This is an optimization exercise on Yosys and OpenROAD, whose aim is small area, not a production implementation.
In this exercise RTL edits were held to simulation tests only and were not proved equivalent to the original.
Power and IR drop assume default switching activity. No driver is modelled on the clock port, so clocking that relies on it looks cheaper here than on a real chip.

==> flow/design.v (excerpt) <==
module trace_debugger
    #(parameter APB_ADDR_WIDTH = 32)
    (input logic                clk_i,
     input logic                rst_ni,
     input logic                test_mode_i,
     input logic                ivalid_i,  
     input logic                iexception_i,
     input logic                interrupt_i,
     input logic [CAUSELEN-1:0] cause_i,
     input logic [XLEN-1:0]     tval_i,
     input logic [PRIVLEN-1:0]  priv_i,
     input logic [XLEN-1:0]     iaddr_i,
     input logic [ILEN-1:0]     instr_i,
     input logic                compressed_i,
     input logic [APB_ADDR_WIDTH-1:0] apb_paddr_i,
     input logic [31:0]         apb_pwdata_i,
     input logic                apb_pwrite_i,
     input logic                apb_psel_i,
     input logic                apb_penable_i,
     output logic [31:0]        apb_prdata_o,
     output logic               apb_pready_o,
     output logic               apb_pslverr_o,
     output logic [XLEN-1:0]    packet_word_o,
     output logic               packet_word_valid_o,
     input logic                grant_i);
    logic                       trace_enable;
    logic                       clk_en;
    logic                       trace_activated;
    logic                       debug_mode;
    logic                       trace_valid;
    logic                       flush_stream;
    logic                       flush_confirm;
    logic                       clear_fifo;
    logic                       fifo_overflow;
    logic                       packet_after_exception;
    logic                       trace_full_addr;
    logic                       ivalid_q, ivalid_d;
    logic                       iexception_q, iexception_d;
    logic                       interrupt_q, interrupt_d;
    logic [CAUSELEN-1:0]        cause_q, cause_d;
    logic [PRIVLEN-1:0]         priv_q, priv_d;
    logic [XLEN-1:0]            iaddr_q, iaddr_d;
    logic [ILEN-1:0]            instr_d;
    logic [1:0]                 iclass_q, iclass_d;
  ...
==> flow/config.mk <==
export PLATFORM = sky130hd
export DESIGN_NAME = trace_debugger
export DESIGN_NICKNAME = trace_debugger
export VERILOG_FILES = /design/flow/design.v
export SDC_FILE = /design/flow/constraint.sdc
export NUM_CORES = 4
export LEC_CHECK = 0
export CAP_MARGIN = 20
export CORE_MARGIN = 2
export CORE_UTILIZATION = 40
export SLEW_MARGIN = 20
==> flow/constraint.sdc <==
create_clock -name core_clock -period 11.0 [get_ports {clk_i}]
set_input_delay 2.2000 -clock core_clock [delete_from_list [all_inputs] [get_ports {clk_i}]]
set_output_delay 2.2000 -clock core_clock [all_outputs]
set_load 0.01 [all_outputs]
standard.sh (not shown) runs the stock make flow with config.mk's settings and CLKGATE_MAP_FILE= SYNTH_SCRIPT=/design/flow/synth_recipe.tcl, a recipe that flattens the netlist after the stock synthesis.
==> flow/flow/run.sh <==
#!/bin/bash
# Own flow: the standard layout, except that synthesis maps the
# combinational logic with an area oriented abc script (flow/area.abc).
set -euo pipefail
work=$(pwd)
export AREA_ABC_SCRIPT=$work/flow/area.abc
bash standard.sh SYNTH_SCRIPT=$work/flow/synth.tcl synth > synth.log 2>&1
bash standard.sh > layout.log 2>&1
==> flow/flow/area.abc <==
&get -n
&st
&deepsyn -T 120
&dch -f
&nf -R 1000
&put
==> flow/flow/synth.tcl <==
# The standard flow's synthesis script (synth_recipe.tcl) with an area oriented abc script:
# the same passes and flip-flop mapping; only the combinational mapping
# differs.
proc synth {args} { yosys synth -nofsm -noshare {*}$args }
proc abc {args} {
  set i [lsearch -exact $args -script]
  if {$i >= 0} { lset args [expr {$i+1}] $::env(AREA_ABC_SCRIPT) }
  yosys abc {*}$args
}
source $::env(SCRIPTS_DIR)/synth.tcl
# left out here: clear keep_hierarchy, flatten, clean up, hide names made inside functions, write 1_2_yosys.v
Then changed:
==> flow/flow/run.sh (replaced) <==
#!/bin/bash
# Own flow: the standard layout, except that
#  - synthesis maps the combinational logic with an area oriented abc script
#    (flow/area.abc); the flip-flops are mapped as in the standard synthesis;
#  - the ports are buffered with the smallest buffer;
#  - clock tree synthesis clusters more sinks per buffer and adds no dummy
#    loads.
set -euo pipefail
work=$(pwd)
export AREA_ABC_SCRIPT=$work/flow/area.abc
bash standard.sh SYNTH_SCRIPT=$work/flow/synth.tcl synth > synth.log 2>&1
bash standard.sh \
  "BUFFER_PORTS_ARGS=-buffer_cell sky130_fd_sc_hd__buf_1" \
  "CTS_ARGS=-sink_clustering_enable -repair_clock_nets -dont_use_dummy_load -sink_clustering_size 30 -sink_clustering_max_diameter 120" \
  > layout.log 2>&1
==> flow/flow/area.abc (replaced) <==
&get -n
&st
&deepsyn -T 300 -I 2 -o
&dch -f
&nf -R 1000
&put
- GPL_TIMING_DRIVEN: not set -> 0
The changed run completed without violations.
Clock-buffer cell count is lower by 79.
Maximum frequency came out lower by about 0.6%.
Utilization drops by 2.7 points.
Final cell count decreases by 5.6%.
Routed wire length drops by about 3.6%.
Critical path depth drops by 4.
Synthesized cell count came out lower by 3.3%.
Design area decreases by about 7%.
Power came out lower by 15%.
Then changed:
--- a/flow/flow/run.sh
+++ b/flow/flow/run.sh
@@ -14 +14 @@
-  "CTS_ARGS=-sink_clustering_enable -repair_clock_nets -dont_use_dummy_load -sink_clustering_size 30 -sink_clustering_max_diameter 120" \
+  "CTS_ARGS=-sink_clustering_enable -repair_clock_nets -dont_use_dummy_load -sink_clustering_size 30 -sink_clustering_max_diameter 150" \
==> flow/flow/area.abc (replaced) <==
&get -n
&st
&deepsyn -T 120
&dch -f
&nf -R 1000
&put
- GPL_TIMING_DRIVEN: 0 -> not set
- PLACE_DENSITY: not set -> 0.75
Worst setup slack gets better by 0.15 ns.
Clock skew falls by 0.0030 ns.
Die area came out higher by about 1.4%.
Clock-buffer cell count went down by 1.
Routed wire length fell by about 1.5%.
Total power went down by about 2%.
Design area came out higher by about 0.4%.
First-iteration DRC count came out higher by about 30%.
Non-clock buffer count rose by 46.
Hold slack improved by 0.040 ns.
Then changed:
- PLACE_DENSITY: 0.75 -> not set
- synthesized area shrinks by 1.1%
- core utilization is about the same
- sequential power hardly moves
- setup slack improves by 0.099 ns
- final cell count is lower by 1.1%
- design area decreases by 1.5%
- wire length increases by 2.5%
- via count drops by 3.0%
- first-iteration DRC count shrinks by 18%
- critical path depth is lower by 2
- power is higher by 1.7%

[separate check: timing with driven ports]
How much do the figures lean on ideal ports? The routed layouts below were timed once more, with nothing changed but the port constraints. Step 1 (the two cells are an assumption about what drives the block):
set clk [get_ports {clk_i}]
set_driving_cell -lib_cell sky130_fd_sc_hd__clkbuf_16 $clk
set_driving_cell -lib_cell sky130_fd_sc_hd__buf_2 [delete_from_list [all_inputs] $clk]
Step 2 also shifts input and output timing later by t, the mid clock arrival at the registers, as if the neighbouring blocks saw the same clock. a / b / c = ideal ports / drivers / drivers and shift; a / b = the first two.
| run | t, ns | setup slack, ns | worst setup path at the end |
|---|---|---|---|
| the first run | 0.718 | 0.657 / 0.657 / 0.657 | register to register |
| the second run | 0.695 | 0.591 / 0.591 / 0.043 | input to register |
| the third run | 0.705 | 0.743 / 0.743 / 0.743 | register to register |
| the fourth run | 0.697 | 0.842 / 0.842 / 0.842 | register to register |
After both steps setup and hold are still met in every run listed. For the second run, which loses most, drivers alone change the setup slack by 0.000 ns; drivers and shift together by -0.548 ns.
